Context: an optimization exercise on an open-source flow, tuned for small area. The choices shown serve that exercise and are no tape-out recipe.
In this exercise RTL edits were held to simulation tests only and were not proved equivalent to the original.
The clock port is modelled as an ideal driver, which makes a skipped or thinned clock tree look cheaper than it is; a real chip needs a root buffer or a tree.
Power and IR drop assume default switching activity.

purple:
// cajero
module cajero(
  Clk, Reset, PIN, TARJETA_RECIBIDA, TIPO_TRANS, DIGITO, DIGITO_STB,
  MONTO, MONTO_STB, BALANCE_ACTUALIZADO, ENTREGAR_DINERO, FONDOS_INSUFICIENTES,
  PIN_INCORRECTO, ADVERTENCIA, Bloqueo, TIPO_STB
);
==> flow/config.mk <==
export PLATFORM = sky130hd
export DESIGN_NAME = cajero
export DESIGN_NICKNAME = cajero
export VERILOG_FILES = /design/flow/design.v
export SDC_FILE = /design/flow/constraint.sdc
export NUM_CORES = 4
export LEC_CHECK = 0
export CAP_MARGIN = 5
export CORE_MARGIN = 2
export CORE_UTILIZATION = 65
export SLEW_MARGIN = 5
export SYNTH_HIERARCHICAL = 1
export SYNTH_MINIMUM_KEEP_SIZE = 0
==> flow/constraint.sdc <==
create_clock -name core_clock -period 6.0 [get_ports {Clk}]
set_input_delay 1.2000 -clock core_clock [delete_from_list [all_inputs] [get_ports {Clk}]]
set_output_delay 1.2000 -clock core_clock [all_outputs]
set_load 0.01 [all_outputs]
standard.sh (not shown) runs the stock make flow with config.mk's settings and CLKGATE_MAP_FILE= SYNTH_SCRIPT=/design/flow/synth_recipe.tcl, a recipe that flattens the netlist after the stock synthesis.
==> flow/flow/run.sh <==
#!/bin/bash
# Own layout flow: the standard ORFS flow with two changes:
#  - synthesis maps the logic with an area-oriented ABC script (flow/abc_area.script),
#  - ports are buffered with sky130_fd_sc_hd__buf_1 instead of the default buffer,
#  - the clock tree is three clkbuf_8 driven by the clock port (flow/my_cts.tcl).
# Each tool's output goes to the ORFS logs under orfs/logs; make's own output to make_*.log.
set -euo pipefail
work=$(pwd)
rm -rf "$work/scripts_area"
cp -r "$FLOW_HOME/scripts" "$work/scripts_area"
cp "$work/flow/abc_area.script" "$work/scripts_area/abc_area.script"
# clock tree: the clock port drives three clkbuf_8, one per cluster of flip-flops
cp "$work/flow/my_cts.tcl" "$work/scripts_area/my_cts.tcl"
sed -i 's|^log_cmd clock_tree_synthesis {\*}\$cts_args$|source $::env(SCRIPTS_DIR)/my_cts.tcl\nmy_cts 3 sky130_fd_sc_hd__clkbuf_8\nset_propagated_clock [all_clocks]|' "$work/scripts_area/cts.tcl"
grep -q "^my_cts 3" "$work/scripts_area/cts.tcl"
bash standard.sh SCRIPTS_DIR="$work/scripts_area" ABC_AREA=1 \
  "BUFFER_PORTS_ARGS=-buffer_cell sky130_fd_sc_hd__buf_1" \
  finish > "$work/make_finish.log" 2>&1
==> flow/flow/abc_area.script <==
strash
dch
map -a
strash
dch
map -a
topo
stime -c
Other scripts of this flow, unchanged in this note and not shown: flow/flow/my_cts.tcl
Input changes introduced in green (baseline for comparison: purple):
- CAP_MARGIN changed from 5 to 20
- SLEW_MARGIN changed from 5 to 20
==> flow/flow/run.sh <==
#!/bin/bash
# Own layout flow: the standard ORFS flow with two changes:
#  - synthesis maps the logic with an area-oriented ABC script (flow/abc_area.script),
#  - ports are buffered with sky130_fd_sc_hd__buf_1 instead of the default buffer,
#  - the clock tree is four clkbuf_8 driven by the clock port (flow/my_cts.tcl).
# Each tool's output goes to the ORFS logs under orfs/logs; make's own output to make_*.log.
set -euo pipefail
work=$(pwd)
rm -rf "$work/scripts_area"
cp -r "$FLOW_HOME/scripts" "$work/scripts_area"
cp "$work/flow/abc_area.script" "$work/scripts_area/abc_area.script"
# clock tree: the clock port drives four clkbuf_8, one per cluster of flip-flops
cp "$work/flow/my_cts.tcl" "$work/scripts_area/my_cts.tcl"
sed -i 's|^log_cmd clock_tree_synthesis {\*}\$cts_args$|source $::env(SCRIPTS_DIR)/my_cts.tcl\nmy_cts 4 sky130_fd_sc_hd__clkbuf_8\nset_propagated_clock [all_clocks]|' "$work/scripts_area/cts.tcl"
grep -q "^my_cts 4" "$work/scripts_area/cts.tcl"
bash standard.sh SCRIPTS_DIR="$work/scripts_area" ABC_AREA=1 \
  "BUFFER_PORTS_ARGS=-buffer_cell sky130_fd_sc_hd__buf_1" \
  finish > "$work/make_finish.log" 2>&1
==> flow/flow/abc_area.script <==
strash
dch
map -a
topo
stime -c
Notes after the runs:
green vs purple, aggregate routed wire length went up by about 3.2%.
Between purple and green, the share of the final layout cell area in multi-input gates figures differ only marginally.
purple has lower global router's overall resource usage than green.
In summary, green completed successfully, with a layout that passed the timing, DRC and antenna checks.
Across both runs, largest incremental delay on the critical path was higher for green than for purple.
Diff purple -> green: final-layout worst hold slack about even; total power rose 5.4%; met3 routing resource usage after global routing rose 0.41 points.
Summary of green over purple: area after synthesis went up by about 0.3%; ratio of routed vias to standard cells went up by about 1.9%; starting DRC count in detailed routing went up by about 37%.
In every run of this note, the design's own scripts or RTL, not TritonCTS, make the clock network.

==> static timing again, ports no longer ideal <==
The results above use ideal ports. As a check the final layouts listed here were re-extracted and re-timed, cells and wires unchanged. Step 1, drivers: a clkbuf_16 drives Clk and a buf_2 each remaining input, both assumed. Step 2 moves the port delays by t, midway between the first and last clock arrival at a register: inputs arrive t later, outputs are due t later. That takes back most of the time a late clock gives input paths. Three values: ideal ports, drivers, drivers and shift; two values: the first two.
run	t, ns	slack for setup (ns)	hold WS [ns]	slew at the worst register clock pin (ns)	worst data-port slew with drivers (ns)
purple	0.204	0.468 / 0.448 / 0.448	0.482 / 0.482 / 0.482	0.11 / 0.11	0.03
green	0.206	0.438 / 0.418 / 0.418	0.482 / 0.482 / 0.482	0.10 / 0.10	0.03
After both steps setup and hold are still met in every run listed.
